Context: an optimization exercise on an open-source flow, tuned for small area. The choices shown serve that exercise and are no tape-out recipe.
The RTL was checked by simulation tests, not by an equivalence proof against the original design.
Power and IR drop assume default switching activity.

File: design/flow/design.v
module AHBSystem(
  input         clock,
  input         reset,
  input  [31:0] io_iaddr,      
  input         io_dvalid,     
  input         io_dwrite,     
  input  [31:0] io_daddr,      
  input  [31:0] io_dwdata,     
  output        io_stall,      
  output [31:0] io_irdata,
  output [31:0] io_drdata,
  output        io_imem_cen,
  output [31:0] io_imem_A,
  input  [31:0] io_imem_Q,
  output        io_dmem_cen,
  output        io_dmem_wen,
  output [31:0] io_dmem_A,
  output [31:0] io_dmem_D,
  input  [31:0] io_dmem_Q
);
  localparam IDLE = 2'd0, ADDR = 2'd1, DATA = 2'd2, HANDOVER = 2'd3;
  reg [1:0]  istate, dstate;
  reg [31:0] rdata_reg;
  reg        abus_master, dbus_master;
  reg [1:0]  dbus_slave;
  wire [31:0] abus_addr = abus_master ? io_daddr : io_iaddr;
  wire        sel_i = abus_addr[31];
  wire        sel_d = ~abus_addr[31] & (abus_addr[30] | abus_addr[29]);
  wire [1:0]  abus_slave = sel_i ? 2'd0 : sel_d ? 2'd1 : 2'd2;
  wire [31:0] hrdata = (dbus_slave == 2'd1) ? io_dmem_Q :
                       (dbus_slave == 2'd2) ? 32'h0 : io_imem_Q;
  wire iready = istate[1];
  wire dready = dstate[1];
  wire stall  = ~iready | (io_dvalid & ~dready);
  always @(posedge clock) begin
    if (reset) begin
      istate <= IDLE;
      dstate <= IDLE;
      rdata_reg <= 32'h0;
      abus_master <= 1'b0;
      dbus_master <= 1'b0;
      dbus_slave <= 2'd0;
    end else begin
      rdata_reg <= hrdata;
      abus_master <= io_dvalid;
      dbus_master <= abus_master;
      dbus_slave <= abus_slave;
      case (istate)
        IDLE: if (~io_dvalid) istate <= ADDR;
        ADDR: istate <= DATA;
        DATA: if (io_dvalid) istate <= stall ? HANDOVER : IDLE;
        default: if (~stall) istate <= IDLE;
      endcase
      case (dstate)
        IDLE: if (io_dvalid) dstate <= ADDR;
        ADDR: if (io_dvalid) dstate <= DATA;
        DATA: if (~io_dvalid) dstate <= stall ? HANDOVER : IDLE;
        default: if (~stall) dstate <= IDLE;
      endcase
    end
  end
  assign io_stall    = stall;
  assign io_irdata   = (istate == HANDOVER) ? rdata_reg : hrdata;
  assign io_drdata   = (dstate == HANDOVER) ? rdata_reg : hrdata;
  assign io_imem_cen = sel_i;
  assign io_imem_A   = abus_addr;
  assign io_dmem_cen = sel_d;
  assign io_dmem_wen = abus_master & io_dwrite;
  assign io_dmem_A   = abus_addr;
  assign io_dmem_D   = dbus_master ? io_dwdata : 32'h0;
endmodule
module CPU(
  input         clock,
  input         reset,
  input         stall,           
  output [31:0] io_imem_addr,
  input  [31:0] io_imem_data,
  output        io_dmem_valid,
  output [31:0] io_dmem_addr,
  output [31:0] io_dmem_wdata,
  output        io_dmem_fcn,
  output [2:0]  io_dmem_typ,
  input  [31:0] io_dmem_rdata
);
  localparam [31:0] BUBBLE = 32'h4033;
  reg [31:0] if_pc;
  reg [31:0] dec_inst, dec_pc;
  reg [11:0] exe_csr;             
  reg [31:0] exe_pc, exe_op1, exe_op2, exe_rs2;
  reg [4:0]  exe_wbaddr, exe_wbaddr_c;
  reg [3:0]  exe_br_type, exe_alu_fun;
  reg [1:0]  exe_wb_sel;
  reg        exe_rf_wen, exe_mem_val, exe_mem_fcn;
  reg [2:0]  exe_mem_typ, exe_csr_cmd;
  reg        exe_exception, exe_is_csr, exe_is_load;
  reg [11:0] mem_csr;
  reg [31:0] mem_pc, mem_alu_out, mem_rs2;
  reg [4:0]  mem_wbaddr;
  reg        mem_rf_wen, mem_mem_val, mem_mem_fcn;
  reg [2:0]  mem_mem_typ, mem_csr_cmd;
  reg [1:0]  mem_wb_sel;
  reg        mem_exception;
  reg        fencei_r;
  wire [31:0] di = dec_inst;
  reg        cs_val;
  reg [3:0]  cs_br;
  reg [1:0]  cs_op1;
  reg [2:0]  cs_op2;
  reg        cs_rs1_oen, cs_rs2_oen;
  reg [3:0]  cs_alu;
  reg [1:0]  cs_wb;
  reg        cs_rf_wen, cs_mem_val, cs_mem_fcn;
  reg [2:0]  cs_mem_typ, cs_csr;
  reg        cs_fencei;
  always @(*) begin
    {cs_val, cs_br, cs_op1, cs_op2, cs_rs1_oen, cs_rs2_oen, cs_alu, cs_wb,
     cs_rf_wen, cs_mem_val, cs_mem_fcn, cs_mem_typ, cs_csr, cs_fencei} = 28'h0;
    case (di[6:0])
      7'h03: case (di[14:12])                                    
        3'h2: {cs_val, cs_op2, cs_rs1_oen, cs_wb, cs_rf_wen, cs_mem_val, cs_mem_typ} = {1'b1, 3'h1, 1'b1, 2'h1, 1'b1, 1'b1, 3'h3};
        3'h0: {cs_val, cs_op2, cs_rs1_oen, cs_wb, cs_rf_wen, cs_mem_val, cs_mem_typ} = {1'b1, 3'h1, 1'b1, 2'h1, 1'b1, 1'b1, 3'h1};
        3'h4: {cs_val, cs_op2, cs_rs1_oen, cs_wb, cs_rf_wen, cs_mem_val, cs_mem_typ} = {1'b1, 3'h1, 1'b1, 2'h1, 1'b1, 1'b1, 3'h5};
        3'h1: {cs_val, cs_op2, cs_rs1_oen, cs_wb, cs_rf_wen, cs_mem_val, cs_mem_typ} = {1'b1, 3'h1, 1'b1, 2'h1, 1'b1, 1'b1, 3'h2};
        3'h5: {cs_val, cs_op2, cs_rs1_oen, cs_wb, cs_rf_wen, cs_mem_val, cs_mem_typ} = {1'b1, 3'h1, 1'b1, 2'h1, 1'b1, 1'b1, 3'h6};
        default: ;
      endcase
      7'h23: case (di[14:12])                                    
        3'h2: {cs_val, cs_op2, cs_rs1_oen, cs_rs2_oen, cs_mem_val, cs_mem_fcn, cs_mem_typ} = {1'b1, 3'h2, 1'b1, 1'b1, 1'b1, 1'b1, 3'h3};
        3'h0: {cs_val, cs_op2, cs_rs1_oen, cs_rs2_oen, cs_mem_val, cs_mem_fcn, cs_mem_typ} = {1'b1, 3'h2, 1'b1, 1'b1, 1'b1, 1'b1, 3'h1};
        3'h1: {cs_val, cs_op2, cs_rs1_oen, cs_rs2_oen, cs_mem_val, cs_mem_fcn, cs_mem_typ} = {1'b1, 3'h2, 1'b1, 1'b1, 1'b1, 1'b1, 3'h2};
        default: ;
      endcase
      7'h17: {cs_val, cs_op1, cs_op2, cs_rf_wen} = {1'b1, 2'h1, 3'h4, 1'b1};                  
      7'h37: {cs_val, cs_op2, cs_alu, cs_rf_wen} = {1'b1, 3'h4, 4'hb, 1'b1};                  
      7'h13: begin                                                                               
        {cs_val, cs_op2, cs_rs1_oen, cs_rf_wen} = {1'b1, 3'h1, 1'b1, 1'b1};
        case (di[14:12])
          3'h0: cs_alu = 4'h0;
          3'h7: cs_alu = 4'h5;
          3'h6: cs_alu = 4'h6;
          3'h4: cs_alu = 4'h7;
          3'h2: cs_alu = 4'h8;
          3'h3: cs_alu = 4'h9;
          3'h1: if (di[31:26] == 6'h00) cs_alu = 4'h2;
                else {cs_val, cs_op2, cs_rs1_oen, cs_rf_wen} = 6'h0;
          default: if (di[31:26] == 6'h10) cs_alu = 4'h4;
                   else if (di[31:26] == 6'h00) cs_alu = 4'h3;
                   else {cs_val, cs_op2, cs_rs1_oen, cs_rf_wen} = 6'h0;
        endcase
      end
      7'h33: begin                                                                               
        {cs_val, cs_rs1_oen, cs_rs2_oen, cs_rf_wen} = 4'hf;
        case ({di[31:25], di[14:12]})
          {7'h00, 3'h1}: cs_alu = 4'h2;
          {7'h00, 3'h0}: cs_alu = 4'h0;
          {7'h20, 3'h0}: cs_alu = 4'h1;
          {7'h00, 3'h2}: cs_alu = 4'h8;
          {7'h00, 3'h3}: cs_alu = 4'h9;
          {7'h00, 3'h7}: cs_alu = 4'h5;
          {7'h00, 3'h6}: cs_alu = 4'h6;
          {7'h00, 3'h4}: cs_alu = 4'h7;
          {7'h20, 3'h5}: cs_alu = 4'h4;
          {7'h00, 3'h5}: cs_alu = 4'h3;
          default: {cs_val, cs_rs1_oen, cs_rs2_oen, cs_rf_wen} = 4'h0;
        endcase
      end
      7'h6f: {cs_val, cs_br, cs_op2, cs_wb, cs_rf_wen} = {1'b1, 4'h7, 3'h5, 2'h2, 1'b1};      
      7'h67: if (di[14:12] == 3'h0)                                                              
               {cs_val, cs_br, cs_op2, cs_rs1_oen, cs_wb, cs_rf_wen} = {1'b1, 4'h8, 3'h1, 1'b1, 2'h2, 1'b1};
      7'h63: begin                                                                               
        {cs_val, cs_op2, cs_rs1_oen, cs_rs2_oen} = {1'b1, 3'h3, 1'b1, 1'b1};
        case (di[14:12])
          3'h0: cs_br = 4'h2;
          3'h1: cs_br = 4'h1;
          3'h5: cs_br = 4'h3;
          3'h7: cs_br = 4'h4;
          3'h4: cs_br = 4'h5;
          3'h6: cs_br = 4'h6;
          default: {cs_val, cs_op2, cs_rs1_oen, cs_rs2_oen} = 6'h0;
        endcase
      end
      7'h73: begin                                                                               
        case (di[14:12])
          3'h5: {cs_val, cs_op1, cs_rs1_oen, cs_rs2_oen, cs_alu, cs_wb, cs_rf_wen, cs_csr} = {1'b1, 2'h2, 1'b1, 1'b1, 4'ha, 2'h3, 1'b1, 3'h1};
          3'h6: {cs_val, cs_op1, cs_rs1_oen, cs_rs2_oen, cs_alu, cs_wb, cs_rf_wen, cs_csr} = {1'b1, 2'h2, 1'b1, 1'b1, 4'ha, 2'h3, 1'b1, 3'h2};
          3'h7: {cs_val, cs_op1, cs_rs1_oen, cs_rs2_oen, cs_alu, cs_wb, cs_rf_wen, cs_csr} = {1'b1, 2'h2, 1'b1, 1'b1, 4'ha, 2'h3, 1'b1, 3'h3};
          3'h1: {cs_val, cs_op1, cs_rs1_oen, cs_rs2_oen, cs_alu, cs_wb, cs_rf_wen, cs_csr} = {1'b1, 2'h0, 1'b1, 1'b1, 4'ha, 2'h3, 1'b1, 3'h1};
          3'h2: {cs_val, cs_op1, cs_rs1_oen, cs_rs2_oen, cs_alu, cs_wb, cs_rf_wen, cs_csr} = {1'b1, 2'h0, 1'b1, 1'b1, 4'ha, 2'h3, 1'b1, 3'h2};
          3'h3: {cs_val, cs_op1, cs_rs1_oen, cs_rs2_oen, cs_alu, cs_wb, cs_rf_wen, cs_csr} = {1'b1, 2'h0, 1'b1, 1'b1, 4'ha, 2'h3, 1'b1, 3'h3};
          3'h0: begin
            if (di == 32'h00000073 || di == 32'h30200073 || di == 32'h7b200073 || di == 32'h00100073)
              {cs_val, cs_csr} = {1'b1, 3'h4};
            else if (di == 32'h10500073)
              cs_val = 1'b1;
          end
          default: ;
        endcase
      end
      7'h0f: begin
        if (di[14:12] == 3'h1) {cs_val, cs_fencei} = 2'b11;            
        else if (di[14:12] == 3'h0) {cs_val, cs_mem_val} = 2'b11;      
      end
      default: ;
    endcase
  end
  wire [4:0] rs1 = di[19:15];
  wire [4:0] rs2 = di[24:20];
  wire [4:0] wbaddr = di[11:7];
  wire [31:0] csr_rdata, csr_evec;
  wire        csr_eret;
  wire        eq, lt, ltu;
  wire kill = csr_eret | mem_exception;
  reg  [1:0] br_sel;
  always @(*) begin
    case (exe_br_type)
      4'h1: br_sel = {1'b0, ~eq};
      4'h2: br_sel = {1'b0, eq};
      4'h3: br_sel = {1'b0, ~lt};
      4'h4: br_sel = {1'b0, ~ltu};
      4'h5: br_sel = {1'b0, lt};
      4'h6: br_sel = {1'b0, ltu};
      4'h7: br_sel = 2'h1;
      4'h8: br_sel = 2'h2;
      default: br_sel = 2'h0;
    endcase
  end
  wire [1:0] pc_sel = kill ? 2'h3 : br_sel;
  wire dec_kill = pc_sel != 2'h0;
  wire if_kill  = dec_kill | cs_fencei | fencei_r;
  wire fencei   = cs_fencei | fencei_r;
  wire rs1_oen = ~dec_kill & cs_rs1_oen;
  wire rs2_oen = ~dec_kill & cs_rs2_oen;
  wire hazard = (exe_is_load & (exe_wbaddr_c != 5'h0) &
                 (((exe_wbaddr_c == rs1) & rs1_oen) | ((exe_wbaddr_c == rs2) & rs2_oen))) |
                exe_is_csr;
  wire dec_stall = hazard | stall;
  wire full_stall = stall;
  wire adv = ~dec_stall & ~full_stall;
  wire bub = (dec_stall & ~full_stall) | kill;
  wire [2:0] csr_cmd_dec = ((cs_csr == 3'h2 || cs_csr == 3'h3) && rs1 == 5'h0) ? 3'h5 : cs_csr;
  wire is_csr_dec = (cs_csr != 3'h0) & (cs_csr != 3'h4);
  reg  [31:0] rf [1:31];
  wire [31:0] mem_wbdata;
  wire        rf_we = ~full_stall & ~mem_exception & mem_rf_wen & (mem_wbaddr != 5'h0);
  wire [31:0] rf_rs1 = (rs1 == 5'h0) ? 32'h0 : rf[rs1];
  wire [31:0] rf_rs2 = (rs2 == 5'h0) ? 32'h0 : rf[rs2];
  integer i;
  always @(posedge clock) begin
    for (i = 1; i < 32; i = i + 1)
      if (reset || (rf_we && mem_wbaddr == i)) rf[i] <= reset ? 32'h0 : mem_wbdata;
  end
  wire [31:0] alu_out;
  wire exe_hit1 = (exe_wbaddr == rs1) & (rs1 != 5'h0) & exe_rf_wen;
  wire mem_hit1 = (mem_wbaddr == rs1) & (rs1 != 5'h0) & mem_rf_wen;
  wire exe_hit2 = (exe_wbaddr == rs2) & (rs2 != 5'h0) & exe_rf_wen;
  wire mem_hit2 = (mem_wbaddr == rs2) & (rs2 != 5'h0) & mem_rf_wen;
  wire [31:0] rs1_val = exe_hit1 ? alu_out : mem_hit1 ? mem_wbdata : rf_rs1;
  wire [31:0] rs2_val = exe_hit2 ? alu_out : mem_hit2 ? mem_wbdata : rf_rs2;
  wire [31:0] imm_i  = {{20{di[31]}}, di[31:20]};
  wire [31:0] imm_s  = {{20{di[31]}}, di[31:25], di[11:7]};
  wire [31:0] imm_sb = {{19{di[31]}}, di[31], di[7], di[30:25], di[11:8], 1'b0};
  wire [31:0] imm_u  = {di[31:12], 12'h0};
  wire [31:0] imm_uj = {{11{di[31]}}, di[31], di[19:12], di[20], di[30:21], 1'b0};
  reg  [31:0] op2;
  always @(*) begin
    case (cs_op2)
      3'h0: op2 = rs2_val;
      3'h1: op2 = imm_i;
      3'h2: op2 = imm_s;
      3'h3: op2 = imm_sb;
      3'h4: op2 = imm_u;
      3'h5: op2 = imm_uj;
      default: op2 = 32'h0;
    endcase
  end
  wire [31:0] op1 = (cs_op1 == 2'h2) ? {27'h0, rs1} :
                    (cs_op1 == 2'h1) ? dec_pc : rs1_val;
  wire [31:0] adder = exe_op1 + exe_op2;
  wire [4:0]  shamt = exe_op2[4:0];
  reg  [31:0] alu;
  always @(*) begin
    case (exe_alu_fun)
      4'h0: alu = adder;
      4'h1: alu = exe_op1 - exe_op2;
      4'h2: alu = exe_op1 << shamt;
      4'h3: alu = exe_op1 >> shamt;
      4'h4: alu = $signed(exe_op1) >>> shamt;
      4'h5: alu = exe_op1 & exe_op2;
      4'h6: alu = exe_op1 | exe_op2;
      4'h7: alu = exe_op1 ^ exe_op2;
      4'h8: alu = {31'h0, $signed(exe_op1) < $signed(exe_op2)};
      4'h9: alu = {31'h0, exe_op1 < exe_op2};
      4'ha: alu = exe_op1;
      default: alu = exe_op2;
    endcase
  end
  assign alu_out = alu;
  assign eq  = exe_op1 == exe_rs2;
  assign lt  = $signed(exe_op1) < $signed(exe_rs2);
  assign ltu = exe_op1 < exe_rs2;
  wire [31:0] exe_pc4 = exe_pc + 32'h4;
  wire [31:0] br_target = exe_pc + exe_op2 - 32'h4;
  wire        pc_hold = fencei & (pc_sel == 2'h0) & adv;
  wire [31:0] pc_next = (pc_sel == 2'h0) ? if_pc + 32'h4 :
                        (pc_sel == 2'h1) ? br_target :
                        (pc_sel == 2'h2) ? adder : csr_evec;
  assign mem_wbdata = (mem_wb_sel == 2'h1) ? io_dmem_rdata :
                      (mem_wb_sel == 2'h3) ? csr_rdata : mem_alu_out;
  always @(posedge clock) begin
    if (reset) begin
      if_pc <= 32'h80000000;
      dec_inst <= BUBBLE;
      dec_pc <= 32'h0;
      exe_csr <= 12'h0;
      exe_pc <= 32'h0;
      exe_wbaddr <= 5'h0;
      exe_op1 <= 32'h0;
      exe_op2 <= 32'h0;
      exe_rs2 <= 32'h0;
      exe_br_type <= 4'h0;
      exe_alu_fun <= 4'h0;
      exe_wb_sel <= 2'h0;
      exe_rf_wen <= 1'b0;
      exe_mem_val <= 1'b0;
      exe_mem_fcn <= 1'b0;
      exe_mem_typ <= 3'h0;
      exe_csr_cmd <= 3'h0;
      exe_wbaddr_c <= 5'h0;
      exe_exception <= 1'b0;
      exe_is_csr <= 1'b0;
      exe_is_load <= 1'b0;
      mem_pc <= 32'h0;
      mem_csr <= 12'h0;
      mem_alu_out <= 32'h0;
      mem_wbaddr <= 5'h0;
      mem_rs2 <= 32'h0;
      mem_rf_wen <= 1'b0;
      mem_mem_val <= 1'b0;
      mem_mem_fcn <= 1'b0;
      mem_mem_typ <= 3'h0;
      mem_wb_sel <= 2'h0;
      mem_csr_cmd <= 3'h0;
      mem_exception <= 1'b0;
      fencei_r <= 1'b0;
    end else begin
      fencei_r <= cs_fencei;
      mem_exception <= exe_exception;
      if ((adv | kill) & ~pc_hold) if_pc <= pc_next;
      if (kill) dec_inst <= BUBBLE;
      else if (adv) dec_inst <= if_kill ? BUBBLE : io_imem_data;
      if (~kill & adv) dec_pc <= if_pc;
      if (bub) begin
        exe_csr <= 12'h0;
        exe_wbaddr <= 5'h0;
        exe_br_type <= 4'h0;
        exe_rf_wen <= 1'b0;
        exe_mem_val <= 1'b0;
        exe_mem_fcn <= 1'b0;
        exe_csr_cmd <= 3'h0;
      end else if (adv) begin
        exe_csr <= dec_kill ? 12'h0 : di[31:20];
        exe_wbaddr <= dec_kill ? 5'h0 : wbaddr;
        exe_br_type <= dec_kill ? 4'h0 : cs_br;
        exe_rf_wen <= ~dec_kill & cs_rf_wen;
        exe_mem_val <= ~dec_kill & cs_mem_val;
        exe_mem_fcn <= ~dec_kill & cs_mem_fcn;
        exe_csr_cmd <= dec_kill ? 3'h0 : csr_cmd_dec;
        exe_pc <= dec_pc;
        exe_op1 <= op1;
        exe_op2 <= op2;
        exe_rs2 <= rs2_val;
        exe_alu_fun <= cs_alu;
        exe_wb_sel <= cs_wb;
        if (~dec_kill) exe_mem_typ <= cs_mem_typ;
      end
      if (adv) begin
        exe_wbaddr_c <= dec_kill ? 5'h0 : wbaddr;
        exe_exception <= ~dec_kill & ~cs_val;
        exe_is_csr <= ~dec_kill & is_csr_dec;
      end else if (~full_stall) begin
        exe_wbaddr_c <= 5'h0;
        exe_exception <= 1'b0;
        exe_is_csr <= 1'b0;
      end
      if (~full_stall) exe_is_load <= cs_mem_val & ~cs_mem_fcn;
      if (kill) begin
        mem_pc <= BUBBLE;
        mem_rf_wen <= 1'b0;
        mem_mem_val <= 1'b0;
        mem_csr_cmd <= 3'h0;
      end else if (~full_stall) begin
        mem_pc <= exe_pc;
        mem_csr <= exe_csr;
        mem_alu_out <= (exe_wb_sel == 2'h2) ? exe_pc4 : alu_out;
        mem_wbaddr <= exe_wbaddr;
        mem_rs2 <= exe_rs2;
        mem_rf_wen <= exe_rf_wen;
        mem_mem_val <= exe_mem_val;
        mem_mem_fcn <= exe_mem_fcn;
        mem_mem_typ <= exe_mem_typ;
        mem_wb_sel <= exe_wb_sel;
        mem_csr_cmd <= exe_csr_cmd;
      end
    end
  end
  CSRFile csr (
    .clock(clock),
    .reset(reset),
    .io_cmd(mem_csr_cmd),
    .io_addr(mem_csr),
    .io_wd(mem_alu_out),
    .io_rdata(csr_rdata),
    .io_eret(csr_eret),
    .io_evec(csr_evec),
    .io_exception(mem_exception),
    .io_retire(adv),
    .io_pc(mem_pc)
  );
  assign io_imem_addr  = if_pc;
  assign io_dmem_valid = mem_mem_val;
  assign io_dmem_addr  = mem_alu_out;
  assign io_dmem_wdata = mem_rs2;
  assign io_dmem_fcn   = mem_mem_fcn;
  assign io_dmem_typ   = mem_mem_typ;
endmodule
module CSRFile(
  input         clock,
  input         reset,
  input  [2:0]  io_cmd,
  input  [11:0] io_addr,
  input  [31:0] io_wd,
  output [31:0] io_rdata,
  output        io_eret,
  output [31:0] io_evec,
  input         io_exception,
  input         io_retire,
  input  [31:0] io_pc
);
  reg        mstatus_mie, mstatus_mpie;
  reg [31:0] mepc, mtval, mscratch, medeleg, dpc, dscratch;
  reg        mcause_int;
  reg [4:0]  mcause_code;
  reg        mip_mtip, mip_msip, mie_mtip, mie_msip;
  reg        dcsr_step, dcsr_ebreakm;
  reg [31:0] mcycle, minstret;
  reg [31:0] hpm [3:34];
  wire [11:0] a = io_addr;
  wire sys     = io_cmd == 3'h4;
  wire wen     = (io_cmd != 3'h0) & ~sys & (io_cmd != 3'h5) & ~(a[11] & a[10]);
  wire insn_call  = sys & (a[2:0] == 3'h0);
  wire insn_break = sys & (a[2:0] == 3'h1);
  wire insn_ret   = sys & (a[2:0] == 3'h2);
  wire mret = insn_ret & ~a[10];
  wire dret = insn_ret & a[10];
  wire       cnt_page = (a[11:8] == 4'hb) & ~a[6];
  wire [5:0] cidx = a[5:0];
  reg  [31:0] cnt_r;
  always @(*) begin
    cnt_r = 32'h0;
    if (cidx == 6'd0) cnt_r = a[7] ? 32'h0 : mcycle;
    else if (cidx == 6'd2) cnt_r = a[7] ? 32'h0 : minstret;
    else if (cidx >= 6'd3 && cidx <= 6'd34) cnt_r = hpm[cidx];
  end
  reg [31:0] rd;
  always @(*) begin
    rd = 32'h0;
    if (cnt_page) rd = cnt_r;
    else case (a)
      12'hf13: rd = 32'h8000;
      12'h301: rd = 32'h100;
      12'h300: rd = {19'h0, 2'h3, 3'h0, mstatus_mpie, 3'h0, mstatus_mie, 3'h0};
      12'h305: rd = 32'h100;
      12'h344: rd = {24'h0, mip_mtip, 3'h0, mip_msip, 3'h0};
      12'h304: rd = {24'h0, mie_mtip, 3'h0, mie_msip, 3'h0};
      12'h340: rd = mscratch;
      12'h341: rd = mepc;
      12'h343: rd = mtval;
      12'h342: rd = {mcause_int, 26'h0, mcause_code};
      12'h7b0: rd = {4'h4, 12'h0, dcsr_ebreakm, 12'h0, dcsr_step, 2'h3};
      12'h7b1: rd = dpc;
      12'h7b2: rd = dscratch;
      12'h302: rd = medeleg;
      default: rd = 32'h0;
    endcase
  end
  assign io_rdata = rd;
  wire [31:0] wdata = (((io_cmd == 3'h2) | (io_cmd == 3'h3)) ? rd | io_wd : io_wd) &
                      ~((io_cmd == 3'h3) ? io_wd : 32'h0);
  wire w_cnt = wen & cnt_page & ~a[7];
  wire [31:0] wd_r = reset ? 32'h0 : wdata;
  integer k;
  always @(posedge clock) begin
    for (k = 3; k <= 34; k = k + 1)
      if (reset || (w_cnt && cidx == k)) hpm[k] <= wd_r;
  end
  always @(posedge clock) begin
    if (reset) begin
      mstatus_mie <= 1'b0;
      mstatus_mpie <= 1'b0;
      mepc <= 32'h0;
      mtval <= 32'h0;
      mscratch <= 32'h0;
      medeleg <= 32'h0;
      dpc <= 32'h0;
      dscratch <= 32'h0;
      mcause_int <= 1'b0;
      mcause_code <= 5'h0;
      mip_mtip <= 1'b0;
      mip_msip <= 1'b0;
      mie_mtip <= 1'b0;
      mie_msip <= 1'b0;
      dcsr_step <= 1'b0;
      dcsr_ebreakm <= 1'b0;
      mcycle <= 32'h0;
      minstret <= 32'h0;
    end else begin
      mip_mtip <= 1'b1;
      if (wen & (a == 12'h300)) begin
        mstatus_mie <= wdata[3];
        mstatus_mpie <= wdata[7];
      end else if (mret) begin
        mstatus_mie <= mstatus_mpie;
        mstatus_mpie <= 1'b1;
      end
      if (wen & (a == 12'h341)) mepc <= {wdata[31:2], 2'b00};
      else if (io_exception) mepc <= io_pc;
      if (wen & (a == 12'h342)) {mcause_int, mcause_code} <= {wdata[31], wdata[4:0]};
      else if (insn_break) {mcause_int, mcause_code} <= 6'h03;
      else if (insn_call) {mcause_int, mcause_code} <= 6'h0b;
      else if (io_exception) {mcause_int, mcause_code} <= 6'h02;
      if (wen & (a == 12'h343)) mtval <= wdata;
      if (wen & (a == 12'h340)) mscratch <= wdata;
      if (wen & (a == 12'h302)) medeleg <= wdata;
      if (wen & (a == 12'h7b1)) dpc <= wdata;
      if (wen & (a == 12'h7b2)) dscratch <= wdata;
      if (wen & (a == 12'h7b0)) begin
        dcsr_step <= wdata[2];
        dcsr_ebreakm <= wdata[15];
      end
      if (wen & (a == 12'h344)) mip_msip <= wdata[3];
      if (wen & (a == 12'h304)) begin
        mie_msip <= wdata[3];
        mie_mtip <= wdata[7];
      end
      if (wen & (a == 12'hb00)) mcycle <= wdata;
      else if (~(wen & (a == 12'hb80))) mcycle <= mcycle + 32'h1;
      if (wen & (a == 12'hb02)) minstret <= wdata;
      else if (~(wen & (a == 12'hb82))) minstret <= minstret + {31'h0, io_retire};
    end
  end
  assign io_eret = insn_call | insn_break | insn_ret;
  assign io_evec = (insn_call | insn_break) ? 32'h80000004 :
                   mret ? mepc : dret ? dpc : 32'h80000004;
endmodule
module top(
  input clk,
  input rst,
  input [31:0] IM_out,
  input [31:0] DM_out,
  output IM_enable,
  output [31:0] IM_address,
  output DM_write,
  output DM_enable,
  output [31:0] DM_in,
  output [31:0] DM_address
);
  wire        stall;
  wire [31:0] iaddr;
  wire [31:0] irdata, drdata;
  wire        dvalid, dfcn;
  wire [2:0]  dtyp;
  wire [31:0] daddr_raw, dwdata_raw;
  wire [31:0] abus_addr;
  wire [31:0] daddr  = dfcn ? {daddr_raw[31:2], 2'b00} : daddr_raw;
  wire [31:0] dwdata = dwdata_raw << {daddr_raw[1:0], 3'b000};
  wire [31:0] lddata = (dtyp == 3'h1) ? {{24{drdata[7]}}, drdata[7:0]} :
                       (dtyp == 3'h2) ? {{16{drdata[15]}}, drdata[15:0]} :
                       (dtyp == 3'h5) ? {24'h0, drdata[7:0]} :
                       (dtyp == 3'h6) ? {16'h0, drdata[15:0]} : drdata;
  AHBSystem ahb (
    .clock(clk),
    .reset(rst),
    .io_iaddr(iaddr),
    .io_dvalid(dvalid),
    .io_dwrite(dfcn),
    .io_daddr(daddr),
    .io_dwdata(dwdata),
    .io_stall(stall),
    .io_irdata(irdata),
    .io_drdata(drdata),
    .io_imem_cen(IM_enable),
    .io_imem_A(abus_addr),
    .io_imem_Q(IM_out),
    .io_dmem_cen(DM_enable),
    .io_dmem_wen(DM_write),
    .io_dmem_A(DM_address),
    .io_dmem_D(DM_in),
    .io_dmem_Q(DM_out)
  );
  assign IM_address = {~abus_addr[31], abus_addr[30:0]};
  CPU CPU1 (
    .clock(clk),
    .reset(rst),
    .stall(stall),
    .io_imem_addr(iaddr),
    .io_imem_data(irdata),
    .io_dmem_valid(dvalid),
    .io_dmem_addr(daddr_raw),
    .io_dmem_wdata(dwdata_raw),
    .io_dmem_fcn(dfcn),
    .io_dmem_typ(dtyp),
    .io_dmem_rdata(lddata)
  );
endmodule
File: design/flow/run.sh
#!/bin/bash
# synth_recipe.tcl (not shown) runs the flow's synth.tcl, then flattens the netlist and writes it again
# the make line also repeats each setting of config.mk as NAME=value (left out here)
make -C /OpenROAD-flow-scripts/flow DESIGN_CONFIG=/design/flow/config.mk WORK_HOME=/design/flow/orfs CLKGATE_MAP_FILE= SYNTH_SCRIPT=/design/flow/synth_recipe.tcl finish
File: design/flow/constraint.sdc
create_clock -name core_clock -period 8.5 [get_ports {clk}]
set_input_delay 1.7000 -clock core_clock [delete_from_list [all_inputs] [get_ports {clk}]]
set_output_delay 1.7000 -clock core_clock [all_outputs]
set_load 0.01 [all_outputs]
File: design/flow/config.mk
export PLATFORM = sky130hd
export DESIGN_NAME = top
export DESIGN_NICKNAME = top
export VERILOG_FILES = /design/flow/design.v
export SDC_FILE = /design/flow/constraint.sdc
export NUM_CORES = 4
export LEC_CHECK = 0
export CAP_MARGIN = 20
export CORE_MARGIN = 2
export CORE_UTILIZATION = 30
export SLEW_MARGIN = 20
==> impl_metrics.ini, run 1 <==
[grt]
grt_usage_pct = 27.96
antenna_found_initial = 45
grt_max_degree = 136
grt_pass1_vias = 104025
grt_pass1_wl_mm = 862.7
gr-total-overflow = 0

[logic_synthesis]
syn_nets = 12039
ys_seq_area_share_pct = 57.52
syn_area_um2 = 129700
netlist_instances = 11775
avgSynthCellArea_um2 = 11.02
synth-main-ff-cell = edfxtp_1
postSynth.asyncResetShare_pct = 0
synth_edf_count = 2016
synth-seq-cells = 2720
post_synth_num_cell_types = 119
yosysWarningCount = 133

[placed_design]
dp_hpwl_mm = 406.5
place_inst = 17158
portBuffers = 164
gp_congestion = 1.022
pre_cts_ws_ns = 2.519

[detailed_routing]
wire_per_inst_um = 36.02
first_iter_violations = 21138
antenna_left = 0
drc = 0
vias = 113844
vias_per_cell = 6.416
wl_mm = 639.1
detailedRoute.firstPassIterationCount = 11

[min_path]
hold_class = reg2reg
min_path_cells = 2
worst_hold_startpoint = CPU1.exe_csr[6]
hold_end = CPU1.mem_csr[6]

[pwr]
leakage_nw = 51.09
p_per_area_nw_per_um2 = 229.2
vdd_drop_max_uv = 159.0
total_power_mw = 34.23

[finish]
regMostFlops = CPU1.csr.hpm
final_common_cell = edfxtp_1
nFillCells = 42531
drive_gt1_share_pct = 12.30
final_cell_mix = edfxtp_1 (2016), a22oi_1 (1179), nand2_1 (1056)
regArea_um2 = 74650
syn_to_final_growth_pct = 15.14
multi_input_area_um2 = 51280
nets = 12030
fin_cells = 17743
reg_top3 = CPU1.csr.hpm x1024, CPU1.rf x992
largest_reg_flops = 1024

[worst_setup_path]
r2r-end = CPU1.exe_op1[10]
ff2ff_path_depth = 13
crit_type = reg2reg
cp-start-kind = flop
crit_arrival_ns = 7.08
critPathMaxFanout = 45
r2r_setup_slack_ns = 2.20
crit_required_ns = 9.29
endpoint_kind = flop
regToRegStartpoint = CPU1.mem_csr[2]

[clock_tree]
postCtsHoldBufs = 0
clock_sinks = 2720
cts_tree = done
worstSkewPairLatency_ns = 1.00
cts_buffers = 302
ctsHtreeMaxLevel = 5
clkTransAtPathRegs_ns = 0.07
clk_path_buf_depth = 4
root_buffer = clkbuf_16
post-cts-setup-buffers = 0
post_cts_resized = 0

[timing]
finalCriticalPeriod_ns = 6.297
min_period_over_period_pct = 74.09
relSlewSlack_pct = 11.98
tns_ns = 0
rsz0062_at_grt = no
finalSetupViolations = 0
tightestPinTransition_ns = 1.320
worst_slack_ns = 2.203
drv_slew = 0
finClkSkew_ns = 0.1119
hold_viol = 0
fin_hold_ws_ns = 0.3631
max_freq_ghz = 0.1588

[die]
rows = 241
start_util_pct = 30.11
io_pins = 165
dieWidth_um = 661.6
fp.dieH_um = 661.6
design.core.area_um2 = 430900
dieArea_um2 = 437800

[flow_run]
maxCapViolCount = 0

[run_status]
status = no timing/DRC/antenna violations
==> synth_stat cells, drive strengths merged, types with 99 or more instances <==
cell / n / share of area, %
nand3: 410 / 1.6
a211oi: 347 / 2.0
a21oi: 716 / 2.8
nand2: 1121 / 3.2
a222oi: 99 / 0.76
and3: 161 / 0.78
ha: 195 / 1.9
a22oi: 1180 / 6.8
dfxtp: 704 / 11
o21ai: 391 / 1.5
a221oi: 102 / 0.71
nor3: 208 / 0.81
nor2: 930 / 2.7
inv: 260 / 0.75
nand4: 256 / 1.2
buf: 340 / 1.3
edfxtp: 2016 / 47
clkbuf: 639 / 1.8
mux2i: 115 / 0.89
xnor2: 112 / 0.76
==> per-layer routing <==
metal,track usage (%),wire length [um],vias to the layer above
met5,0,89,-
met1,35.54,228300,55979
met4,18.17,52240,14
met2,39.99,260900,10084
met3,9.928,97540,2291
li1,-,-,45476
==> worst max-delay path, stage by stage (launching register included) <==
cell	delay (ns)
dfxtp_1	1.03
nor4bb_4	0.10
buf_4	0.35
and2_1	0.48
buf_4	0.37
a22oi_1	0.21
nand2_1	0.08
nor4_1	0.96
a31oi_1	0.35
nor2_1	0.69
o21a_1	0.61
nor3_1	0.13
a211oi_1	0.48
o21ai_0	0.13
==> worst max-delay path by stage <==
stage,startpoint,to,slack (ns)
3_5_place_dp,CPU1.mem_csr[2],CPU1.rf[25][12],2.52
3_3_place_gp,CPU1.mem_csr[2],CPU1.csr.hpm[12][11],2.28
6_report,CPU1.mem_csr[2],CPU1.exe_op1[10],2.20
4_1_cts,CPU1.mem_csr[2],CPU1.rf[1][12],2.48
2_1_floorplan,CPU1.exe_rs2[31],CPU1.csr.minstret[31],3.77
5_1_grt,CPU1.exe_op1[29],CPU1.csr.minstret[30],2.17
==> where the power goes <==
group          internal, mW  leakage, nW  total [mW]  switching (mW)
sequential             15.1         26.5        15.6           0.484
clock                  7.45         4.76        13.3            5.82
combinational          1.36         19.8        5.37            4.01
total                  23.9         51.1        34.2            10.3
==> cell type report <==
cell class	instances	area share (%)
sequential	2720	49.97
multi-input combinational	7814	34.33
clock buffer	378	5.448
tap	5710	4.782
timing repair buffer	666	3.689
clock inverter	172	1.084
inverter	262	0.6617
antenna	21	0.03518
==> logic make-up after synthesis <==
logic type	share of synthesized area (%)
mux	2.886
xor+xnor	1.019
compound gates	19.64
flops	57.52
fa+ha+maj	1.927
simple gates	13.05
buf+inv	3.956
==> per-stage QoR <==
step / instance area (um^2) / util [%]
floorplan: 129700 / -
global placement: 139300 / 32.32
detailed placement: 139400 / 32.34
CTS: 149100 / 34.60
global route: 149300 / 34.66
finish: 149400 / 34.67
==> inputs of run 2 (changes only) <==
--- a/design/flow/design.v
+++ b/design/flow/design.v
@@ -228,11 +228,9 @@
   wire dec_kill = pc_sel != 2'h0;
   wire if_kill  = dec_kill | cs_fencei | fencei_r;
   wire fencei   = cs_fencei | fencei_r;
-  wire rs1_oen = ~dec_kill & cs_rs1_oen;
-  wire rs2_oen = ~dec_kill & cs_rs2_oen;
-  wire hazard = (exe_is_load & (exe_wbaddr_c != 5'h0) &
-                 (((exe_wbaddr_c == rs1) & rs1_oen) | ((exe_wbaddr_c == rs2) & rs2_oen))) |
-                exe_is_csr;
+  wire hz_pre = exe_is_load & (exe_wbaddr_c != 5'h0) &
+                (((exe_wbaddr_c == rs1) & cs_rs1_oen) | ((exe_wbaddr_c == rs2) & cs_rs2_oen));
+  wire hazard = (hz_pre & ~dec_kill) | exe_is_csr;
   wire dec_stall = hazard | stall;
   wire full_stall = stall;
   wire adv = ~dec_stall & ~full_stall;
@@ -275,29 +273,40 @@
   end
   wire [31:0] op1 = (cs_op1 == 2'h2) ? {27'h0, rs1} :
                     (cs_op1 == 2'h1) ? dec_pc : rs1_val;
-  wire [31:0] adder = exe_op1 + exe_op2;
+  wire        alu_sub = exe_alu_fun[3] | (exe_alu_fun == 4'h1);
+  wire [32:0] sum = {1'b0, exe_op1} + {1'b0, exe_op2 ^ {32{alu_sub}}} + {32'h0, alu_sub};
+  wire [31:0] adder = sum[31:0];
+  wire        alu_sltu = ~sum[32];
+  wire        alu_slt = (exe_op1[31] ^ exe_op2[31]) ? exe_op1[31] : sum[31];
   wire [4:0]  shamt = exe_op2[4:0];
+  wire        shl = exe_alu_fun == 4'h2;
+  reg  [31:0] sh_in, sh_rev;
+  integer j;
+  always @(*) for (j = 0; j < 32; j = j + 1) sh_in[j] = shl ? exe_op1[31 - j] : exe_op1[j];
+  wire        sh_fill = (exe_alu_fun == 4'h4) & exe_op1[31];
+  wire [32:0] sh_ext = {sh_fill, sh_in};
+  wire [32:0] sh_out = $signed(sh_ext) >>> shamt;
+  always @(*) for (j = 0; j < 32; j = j + 1) sh_rev[j] = sh_out[31 - j];
   reg  [31:0] alu;
   always @(*) begin
     case (exe_alu_fun)
-      4'h0: alu = adder;
-      4'h1: alu = exe_op1 - exe_op2;
-      4'h2: alu = exe_op1 << shamt;
-      4'h3: alu = exe_op1 >> shamt;
-      4'h4: alu = $signed(exe_op1) >>> shamt;
+      4'h0, 4'h1: alu = adder;
+      4'h2: alu = sh_rev;
+      4'h3, 4'h4: alu = sh_out[31:0];
       4'h5: alu = exe_op1 & exe_op2;
       4'h6: alu = exe_op1 | exe_op2;
       4'h7: alu = exe_op1 ^ exe_op2;
-      4'h8: alu = {31'h0, $signed(exe_op1) < $signed(exe_op2)};
-      4'h9: alu = {31'h0, exe_op1 < exe_op2};
+      4'h8: alu = {31'h0, alu_slt};
+      4'h9: alu = {31'h0, alu_sltu};
       4'ha: alu = exe_op1;
       default: alu = exe_op2;
     endcase
   end
   assign alu_out = alu;
+  wire [32:0] bdiff = {1'b0, exe_op1} - {1'b0, exe_rs2};
   assign eq  = exe_op1 == exe_rs2;
-  assign lt  = $signed(exe_op1) < $signed(exe_rs2);
-  assign ltu = exe_op1 < exe_rs2;
+  assign ltu = bdiff[32];
+  assign lt  = (exe_op1[31] ^ exe_rs2[31]) ? exe_op1[31] : bdiff[31];
   wire [31:0] exe_pc4 = exe_pc + 32'h4;
   wire [31:0] br_target = exe_pc + exe_op2 - 32'h4;
   wire        pc_hold = fencei & (pc_sel == 2'h0) & adv;
@@ -494,15 +503,17 @@
       if (reset || (w_cnt && cidx == k)) hpm[k] <= wd_r;
   end
   always @(posedge clock) begin
+    if (reset | (wen & (a == 12'h343))) mtval <= wd_r;
+    if (reset | (wen & (a == 12'h340))) mscratch <= wd_r;
+    if (reset | (wen & (a == 12'h302))) medeleg <= wd_r;
+    if (reset | (wen & (a == 12'h7b1))) dpc <= wd_r;
+    if (reset | (wen & (a == 12'h7b2))) dscratch <= wd_r;
+  end
+  always @(posedge clock) begin
     if (reset) begin
       mstatus_mie <= 1'b0;
       mstatus_mpie <= 1'b0;
       mepc <= 32'h0;
-      mtval <= 32'h0;
-      mscratch <= 32'h0;
-      medeleg <= 32'h0;
-      dpc <= 32'h0;
-      dscratch <= 32'h0;
       mcause_int <= 1'b0;
       mcause_code <= 5'h0;
       mip_mtip <= 1'b0;
@@ -528,11 +539,6 @@
       else if (insn_break) {mcause_int, mcause_code} <= 6'h03;
       else if (insn_call) {mcause_int, mcause_code} <= 6'h0b;
       else if (io_exception) {mcause_int, mcause_code} <= 6'h02;
-      if (wen & (a == 12'h343)) mtval <= wdata;
-      if (wen & (a == 12'h340)) mscratch <= wdata;
-      if (wen & (a == 12'h302)) medeleg <= wdata;
-      if (wen & (a == 12'h7b1)) dpc <= wdata;
-      if (wen & (a == 12'h7b2)) dscratch <= wdata;
       if (wen & (a == 12'h7b0)) begin
         dcsr_step <= wdata[2];
         dcsr_ebreakm <= wdata[15];
@@ -545,7 +551,7 @@
       if (wen & (a == 12'hb00)) mcycle <= wdata;
       else if (~(wen & (a == 12'hb80))) mcycle <= mcycle + 32'h1;
       if (wen & (a == 12'hb02)) minstret <= wdata;
-      else if (~(wen & (a == 12'hb82))) minstret <= minstret + {31'h0, io_retire};
+      else if (~(wen & (a == 12'hb82)) & io_retire) minstret <= minstret + 32'h1;
     end
   end
   assign io_eret = insn_call | insn_break | insn_ret;
==> design/flow/flow/run.sh (new file) <==
#!/bin/bash
# Standard layout (standard.sh), with two changes:
#  - synthesis maps combinational logic with an area-oriented ABC script
#    (flow/area.abc); the synthesis script itself is the standard flow's, sourced unchanged
#  - CTS with clkbuf_16 sink clusters of at most 24 flip-flops within 60 um,
#    no dummy loads
set -euo pipefail
W=$(pwd)
orig=$(grep -o 'SYNTH_SCRIPT=[^ ]*' standard.sh | head -1 | cut -d= -f2- | tr -d "'")
{ cat "$W/flow/abc_area.tcl"; echo "source $orig"; } > "$W/flow_synth.tcl"
sed "s#SYNTH_SCRIPT=[^ ]*#SYNTH_SCRIPT=$W/flow_synth.tcl#" standard.sh > "$W/flow_standard.sh"
export FLOW_FLOW_ABC_SCRIPT="$W/flow/area.abc"
export CTS_ARGS="-sink_clustering_enable -repair_clock_nets -sink_clustering_size 24 -sink_clustering_max_diameter 60 -buf_list sky130_fd_sc_hd__clkbuf_16 -dont_use_dummy_load"
bash "$W/flow_standard.sh" "$@" > "$W/flow_make.log" 2>&1
==> design/flow/flow/abc_area.tcl (new file) <==
# Map the combinational logic with an area-oriented ABC script; everything
# else in the synthesis (including flip-flop mapping) is the standard one.
proc abc {args} {
  set i [lsearch -exact $args -script]
  if { $i >= 0 } {
    set args [lreplace $args [expr {$i + 1}] [expr {$i + 1}] $::env(FLOW_FLOW_ABC_SCRIPT)]
  }
  yosys abc {*}$args
}
==> design/flow/flow/area.abc (new file) <==
strash
ifraig
dc2
balance
rewrite -z
refactor -z
rewrite -z
dc2
&get -n
&st
&dch -f
&nf -R 1000
&put
buffer -c
topo
stime -c
upsize -c
dnsize -c
==> design/flow/standard.sh (new file) <==
#!/bin/bash
# synth_recipe.tcl (not shown) runs the flow's synth.tcl, then flattens the netlist and writes it again
# the make line also repeats each setting of config.mk as NAME=value (left out here)
make -C /OpenROAD-flow-scripts/flow DESIGN_CONFIG=/design/flow/config.mk WORK_HOME=/design/flow/orfs CLKGATE_MAP_FILE= SYNTH_SCRIPT=/design/flow/synth_recipe.tcl "${@:-finish}"
--- a/design/flow/config.mk
+++ b/design/flow/config.mk
@@ -7,5 +7,6 @@
 export LEC_CHECK = 0
 export CAP_MARGIN = 20
 export CORE_MARGIN = 2
-export CORE_UTILIZATION = 30
+export CORE_UTILIZATION = 40
+export PLACE_DENSITY = 0.6
 export SLEW_MARGIN = 20
removed: design/flow/run.sh
==> run 2 against run 1 <==
Sequential power grew 28%. Flip-flop and latch count unchanged. Global-route usage increased by 8.4 points. Synthesized area fell by 7.9%. Die area shrank 31%. Wire length fell by 11%. Maximum frequency shrank 20%. Largest power group unchanged. Count of clock-buffer cells in the layout fell by 176. Final area down 11%.
==> impl_metrics.ini, run 2 <==
[clock_tree]
ctsHtreeMaxLevel = 4
clkTransAtPathRegs_ns = 0.10
clk_path_buf_depth = 4
clock_sinks = 2720
root_buffer = clkbuf_16
worstSkewPairLatency_ns = 0.97
cts_buffers = 202
cts_tree = done

[worst_setup_path]
crit_required_ns = 9.21
crit_arrival_ns = 8.59
r2r_setup_slack_ns = 0.61
r2r-end = CPU1.exe_op2[30]
endpoint_kind = flop
crit_type = reg2reg
worst_path_most_repeated_cell = a21oi_1
critPathSlowestCell = dfxtp_1
cp_slowest_stage_delay_ns = 0.59
regToRegStartpoint = CPU1.exe_alu_fun[3]
critPathMaxFanout = 11
cp-startpoint = CPU1.exe_alu_fun[3]
ff2ff_path_depth = 41
cp-start-kind = flop

[die]
fp.dieH_um = 550.5
design.core.area_um2 = 297000
rows = 200
start_util_pct = 40.23
io_pins = 165
dieWidth_um = 550.5
dieArea_um2 = 303100

[timing]
fin_hold_ws_ns = 0.3614
hold_viol = 0
min_period_over_period_pct = 92.78
relSlewSlack_pct = 5.334
max_freq_ghz = 0.1268
tns_ns = 0
finalCriticalPeriod_ns = 7.886
finClkSkew_ns = 0.1671
rsz0062_at_grt = no
drv_slew = 0
finalSetupViolations = 0
tightestPinTransition_ns = 1.420

[logic_synthesis]
postSynth.asyncResetShare_pct = 0
synth_top_area_share_pct = 54.69
synth-seq-cells = 2720
ys_top_cells_by_count = edfxtp_1 (2176), nand2_1 (754), nor2_1 (749), clkbuf_1 (675), a21oi_1 (665)
synth.most_common_cell = edfxtp_1
yosysWarningCount = 133
synth-main-ff-cell = edfxtp_1
ys_seq_area_share_pct = 63.80
syn_area_um2 = 119500
syn_nets = 10113
synth_top_area_cell = edfxtp_1
synth_area_leaders = edfxtp_1 (55%), dfxtp_1 (9.1%), a222oi_1 (4.6%), a22oi_1 (3.0%), a21oi_1 (2.8%)
netlist_instances = 9852
post_synth_num_cell_types = 81
avgSynthCellArea_um2 = 12.13
synth_edf_count = 2176

[placed_design]
portBuffers = 164
dp_hpwl_mm = 350.0
place_area_um2 = 127700
place_inst = 13638
gp_congestion = 1.055

[finish]
nets = 10177
reg_top3 = CPU1.csr.hpm x1024, CPU1.rf x992
stdcell_area_um2 = 133000
regMostFlops = CPU1.csr.hpm
nFillCells = 26858
final_cell_mix = edfxtp_1 (2176), nand2_1 (697), nor2_1 (679)
largest_reg_flops = 1024
syn_to_final_growth_pct = 11.32
drive_gt1_share_pct = 10.19
final_common_cell = edfxtp_1
fin_cells = 13877

[min_path]
worst_hold_startpoint = CPU1.exe_csr[6]
hold_end = CPU1.mem_csr[6]
hold_class = reg2reg
min_path_cells = 2

[detailed_routing]
drc = 0
wire_per_inst_um = 41.10
vias = 100679
vias_per_cell = 7.255
wl_mm = 570.4
antenna_left = 0
first_iter_violations = 21850
detailedRoute.firstPassIterationCount = 13

[grt]
grt_max_degree = 142
gr-total-overflow = 0
grt_pass1_vias = 92737
antenna_found_initial = 32
grt_pass1_wl_mm = 768.9
grt_usage_pct = 36.39

[pwr]
vdd_drop_max_uv = 286.3
leakage_nw = 45.62
p_per_area_nw_per_um2 = 356.6

[flow_run]
maxCapViolCount = 0

[run_status]
status = no timing/DRC/antenna violations
-- run 2: cell types whose count changed in the layout (fill, tap and decap cells not counted), moves of 100 or more --
| cell | delta |
|---|---|
| a211oi_1 | -161 |
| a221oi_1 | +186 |
| a222oi_1 | +448 |
| a22oi_1 | -697 |
| clkbuf_16 | -104 |
| dfxtp_1 | -155 |
| edfxtp_1 | +160 |
| nand2_1 | -359 |
| nand3_1 | -238 |
| nor2_1 | -135 |
| o21ai_0 | +100 |
-- run 2: stage by stage --
stage                     total power [mW]  utilization (%)  setup WS (ns)
after floorplan                      28.67                -          1.863
after global placement               37.36            42.97         0.5034
after detailed placement             37.56            43.00         0.6776
after CTS                            46.06            44.70         0.6624
after global routing                 48.38            44.76        0.02451
final                                47.43            44.78         0.6140
-- run 2: per-layer routing --
| metal | GRT usage [%] | up-vias | wire length [um] |
|---|---|---|---|
| li1 | - | 39200 | - |
| met1 | 46.13 | 49355 | 196500 |
| met2 | 52.08 | 9642 | 234800 |
| met3 | 11.98 | 2468 | 86990 |
| met4 | 26.19 | 14 | 52030 |
| met5 | 0 | - | 85 |
-- run 2: kinds of logic after synthesis --
kind of cell / Yosys count / synth area share, %
buffers and inverters: 1043 / 3.379
DFF: 2720 / 63.80
AOI/OAI and AO/OA: 3210 / 19.53
xor gates and xnor gates: 122 / 0.8943
adders and majority gates: 195 / 2.061
muxes: 116 / 1.002
and+or+nand+nor: 2446 / 9.334
-- run 2: cell type report --
type / count / area, um^2 / share of cell area (%)
antenna: 24 / 60.06 / 0.04515
clock buffer: 202 / 5055 / 3.800
inverter: 275 / 1037 / 0.7798
multi-input combinational: 6089 / 40440 / 30.40
sequential: 2720 / 76240 / 57.32
tap: 3939 / 4928 / 3.705
timing repair buffer: 628 / 5248 / 3.945
-- run 2: what timing repair did --
action	4_1_cts	5_1_grt
hold buffers	0	0
endpoints found under the hold margin	0	0
buffers inserted	0	3
resized for setup	0	0
endpoints found under the setup margin	0	3
-- run 2: worst max-delay path, delay by kind of cell, from the launching register on --
| kind | cells | cell delay [ns] |
|---|---|---|
| compound gates | 31 | 5.41 |
| simple gates | 6 | 0.96 |
| flops | 1 | 0.59 |
| fa+ha+maj | 1 | 0.33 |
| xor+xnor | 2 | 0.26 |
| buf+inv | 1 | 0.18 |
-- run 2: worst max-delay path by stage --
stage,slack [ns],cells after the start,end
detailed placement,0.68,40,CPU1.exe_op2[30]
global placement,0.50,40,CPU1.exe_op2[30]
global route,0.02,41,CPU1.exe_op2[30]
finish,0.61,41,CPU1.exe_op2[30]
floorplan,1.86,42,CPU1.if_pc[31]
CTS,0.66,40,CPU1.exe_op2[30]
-- run 2: where the power goes --
| part | switching, mW | internal [mW] |
|---|---|---|
| combinational | 13.8 | 4.96 |
| clock | 4.60 | 4.18 |
| sequential | 2.02 | 17.9 |
| total | 20.4 | 27.1 |
==> inputs of run 3 (changes only) <==
==> design/flow/flow/run.sh (replaced) <==
#!/bin/bash
# Standard layout (standard.sh), with these changes:
#  - synthesis maps combinational logic with an area-oriented ABC script
#    (flow/area.abc); the synthesis script itself is the standard flow's, sourced unchanged
#  - CTS with clkbuf_16 sink clusters of at most 24 flip-flops within 70 um,
#    no dummy loads
#  - port buffers use the smallest buffer cell
#  - adders keep Yosys's default (Brent-Kung) carry network instead of the
#    Kogge-Stone map (flow/plain_map.v maps nothing)
set -euo pipefail
W=$(pwd)
orig=$(grep -o 'SYNTH_SCRIPT=[^ ]*' standard.sh | head -1 | cut -d= -f2- | tr -d "'")
{ cat "$W/flow/abc_area.tcl"; echo "source $orig"; } > "$W/flow_synth.tcl"
sed "s#SYNTH_SCRIPT=[^ ]*#SYNTH_SCRIPT=$W/flow_synth.tcl#" standard.sh > "$W/flow_standard.sh"
export FLOW_FLOW_ABC_SCRIPT="$W/flow/area.abc"
export CTS_ARGS="-sink_clustering_enable -repair_clock_nets -sink_clustering_size 24 -sink_clustering_max_diameter 70 -buf_list sky130_fd_sc_hd__clkbuf_16 -dont_use_dummy_load"
export BUFFER_PORTS_ARGS="-buffer_cell sky130_fd_sc_hd__buf_1"
export SYNTH_OPERATIONS_ARGS="-extra-map $W/flow/plain_map.v"
bash "$W/flow_standard.sh" "$@" > "$W/flow_make.log" 2>&1
==> design/flow/flow/plain_map.v (new file) <==
// no extra operator mapping: Yosys maps adders with its default (Brent-Kung) carry network
(* techmap_celltype = "$__bench_no_such_cell" *)
module _bench_no_such_cell_map (A, Y);
  input A;
  output Y;
  assign Y = A;
endmodule
==> run 3 against run 2 <==
First-iteration DRC count rose by 3.3%. Flip-flop and latch count did not move. Power fell by 0.71%. Clock skew fell by 0.012 ns. Synthesized area fell by 0.53%. Critical path type unchanged. Largest cell class unchanged. Largest power group unchanged.
==> impl_metrics.ini, run 3 <==
[run_status]
status = no timing/DRC/antenna violations

[detailed_routing]
vias_per_cell = 7.284
drc = 0
wl_mm = 568.5
antenna_left = 0
detailedRoute.firstPassIterationCount = 14
vias = 98665
wire_per_inst_um = 41.97
first_iter_violations = 22570

[min_path]
hold_class = reg2reg

[die]
dieArea_um2 = 301500
fp.dieH_um = 549.1
dieWidth_um = 549.1
design.core.area_um2 = 296300
rows = 200
io_pins = 165
start_util_pct = 40.11

[pwr]
p_per_area_nw_per_um2 = 361.1
leakage_nw = 45.38
vdd_drop_max_uv = 293.6

[logic_synthesis]
ys_seq_area_share_pct = 64.14
synth_top_area_cell = edfxtp_1
synth-seq-cells = 2720
synth_edf_count = 2176
postSynth.asyncResetShare_pct = 0
syn_area_um2 = 118800
synth_area_leaders = edfxtp_1 (55%), dfxtp_1 (9.2%), a222oi_1 (5.2%), a22oi_1 (3.4%), ha_1 (2.6%)
synth_top_area_share_pct = 54.98
ys_top_cells_by_count = edfxtp_1 (2176), nor2_1 (783), nand2_1 (718), clkbuf_1 (668), a222oi_1 (612)
synth-main-ff-cell = edfxtp_1
yosysWarningCount = 133
synth.most_common_cell = edfxtp_1
netlist_instances = 9586
post_synth_num_cell_types = 70
syn_nets = 9932
avgSynthCellArea_um2 = 12.40

[worst_setup_path]
crit_type = reg2reg
cp_slowest_stage_delay_ns = 0.58
endpoint_kind = flop
cp-start-kind = flop
r2r_setup_slack_ns = 0.99
worst_path_most_repeated_cell = nand3_1
crit_arrival_ns = 8.18
critPathMaxFanout = 23
crit_required_ns = 9.17
critPathSlowestCell = dfxtp_1

[timing]
finalCriticalPeriod_ns = 7.506
drv_slew = 0
tightestPinTransition_ns = 1.339
finalSetupViolations = 0
relSlewSlack_pct = 10.76
tns_ns = 0
min_period_over_period_pct = 88.31
finClkSkew_ns = 0.1552
hold_viol = 0
max_freq_ghz = 0.1332
rsz0062_at_grt = no

[finish]
final_common_cell = edfxtp_1
nets = 9929
drive_gt1_share_pct = 9.644
final_cell_mix = edfxtp_1 (2176), nor2_1 (703), nand2_1 (665)
regMostFlops = CPU1.csr.hpm
stdcell_area_um2 = 130400
syn_to_final_growth_pct = 9.729
largest_reg_flops = 1024
reg_top3 = CPU1.csr.hpm x1024, CPU1.rf x992

[grt]
gr-total-overflow = 0
antenna_found_initial = 54
grt_pass1_wl_mm = 763.4
grt_max_degree = 152
grt_pass1_vias = 90848
grt_usage_pct = 36.36

[placed_design]
place_area_um2 = 126200
portBuffers = 164
gp_congestion = 1.015
dp_hpwl_mm = 350.8

[clock_tree]
clkTransAtPathRegs_ns = 0.10
clock_sinks = 2720
root_buffer = clkbuf_16
postCtsHoldBufs = 0
cts_tree = done
clk_path_buf_depth = 4
post_cts_resized = 0
cts_buffers = 163
post-cts-setup-buffers = 0
worstSkewPairLatency_ns = 0.95
ctsHtreeMaxLevel = 4

[flow_run]
maxCapViolCount = 0
run 3: changes by cell type in the layout (fill, tap and decap cells not counted), sizes merged, moves of 48 or more:
cell           previous run  this run
a21oi                   677       581
clkdlybuf4s50           163         0
ha                      192       248
o21ai                   487       395
a222oi                  547       612
buf                     464       599
a22o                    129        81
a221oi                  287       227
a22oi                   482       542
run 3: power by group:
| part | switching, mW | internal [mW] |
|---|---|---|
| Combinational | 14.3 | 4.96 |
| Sequential | 2.02 | 18.0 |
| Clock | 4.40 | 3.41 |
run 3: through the flow:
stage                     util (%)  total power [mW]  std cells  hold slack (ns)  setup slack [ns]
after floorplan                  -             29.01       9586           0.4257             1.720
after global placement       42.57             38.02      13350           0.4396             1.052
after detailed placement     42.59             38.18      13354           0.4476             1.197
after global routing         44.00             48.02      13523           0.4618            0.4770
final                        44.02             47.09      13545           0.4304            0.9936
after CTS                    43.97             45.72      13517           0.4416             1.087
run 3: path summary, 6_finish.rpt:
path	start	end	depth (start not counted)
worst max-delay path	CPU1.exe_alu_fun[3]	CPU1.exe_op1[0]	42
worst min-delay path	CPU1.exe_csr[11]	CPU1.mem_csr[11]	2
worst max register to register	CPU1.exe_alu_fun[3]	CPU1.exe_op1[0]	42
worst min register to register	CPU1.exe_csr[11]	CPU1.mem_csr[11]	2
run 3: worst max-delay path, delay by kind of cell, from the launching register on:
family	cells	cell delay (ns)
xor+xnor	2	0.39
simple gates	23	2.63
buf+inv	1	0.29
fa+ha+maj	2	0.72
flops	1	0.58
compound gates	14	2.67
run 3: cell families after synthesis:
group                      synth area share, %
muxes                                   0.9159
buffers and inverters                    3.327
DFF                                      64.14
xor gates and xnor gates                0.8475
and+or+nand+nor                          8.717
adders and majority gates                3.150
AOI/OAI and AO/OA                        18.90
run 3: metal layers:
metal,GRT usage [%],share of wire (%)
met3,13.89,16
met2,51.60,41
met5,0.3957,0.096
met1,46.45,35
met4,22.87,8.3
run 3: area by class of cell:
| class | instances | area [um^2] |
|---|---|---|
| Tap cell | 3939 | 4928 |
| Timing Repair Buffer | 602 | 4130 |
| Antenna cell | 25 | 62.56 |
| Sequential cell | 2720 | 76240 |
| Inverter | 251 | 947.2 |
| Clock buffer | 163 | 4079 |
| Fill cell | 26926 | 165900 |
| Multi-Input combinational cell | 5845 | 40020 |

[what the ideal ports hide]
Ports are ideal in the flow. The routed layouts listed here were re-timed in OpenROAD.
Step 1: set_driving_cell puts a clkbuf_16 on clk and a buf_2 on each other input, an assumption about the parent block.
Step 2, shift: input delay + t, output delay - t, t = (earliest + latest rising clock arrival at the registers) / 2. This alone moves slack from input paths to output paths.
Slacks: no drivers / after step 1 / after step 2; pairs: no drivers / after step 1.
| run | t, ns | slack for setup (ns) | hold WS [ns] | worst data-port slew with drivers (ns) |
|---|---|---|---|---|
| run 1 | 1.043 | 2.203 / 2.203 / 2.203 | 0.363 / 0.363 / 0.363 | 0.25 |
| run 2 | 0.991 | 0.614 / 0.614 / 0.614 | 0.361 / 0.361 / 0.361 | 0.06 |
| run 3 | 0.974 | 0.994 / 0.994 / 0.994 | 0.430 / 0.430 / 0.430 | 0.04 |
After both steps setup and hold are still met in every run listed.
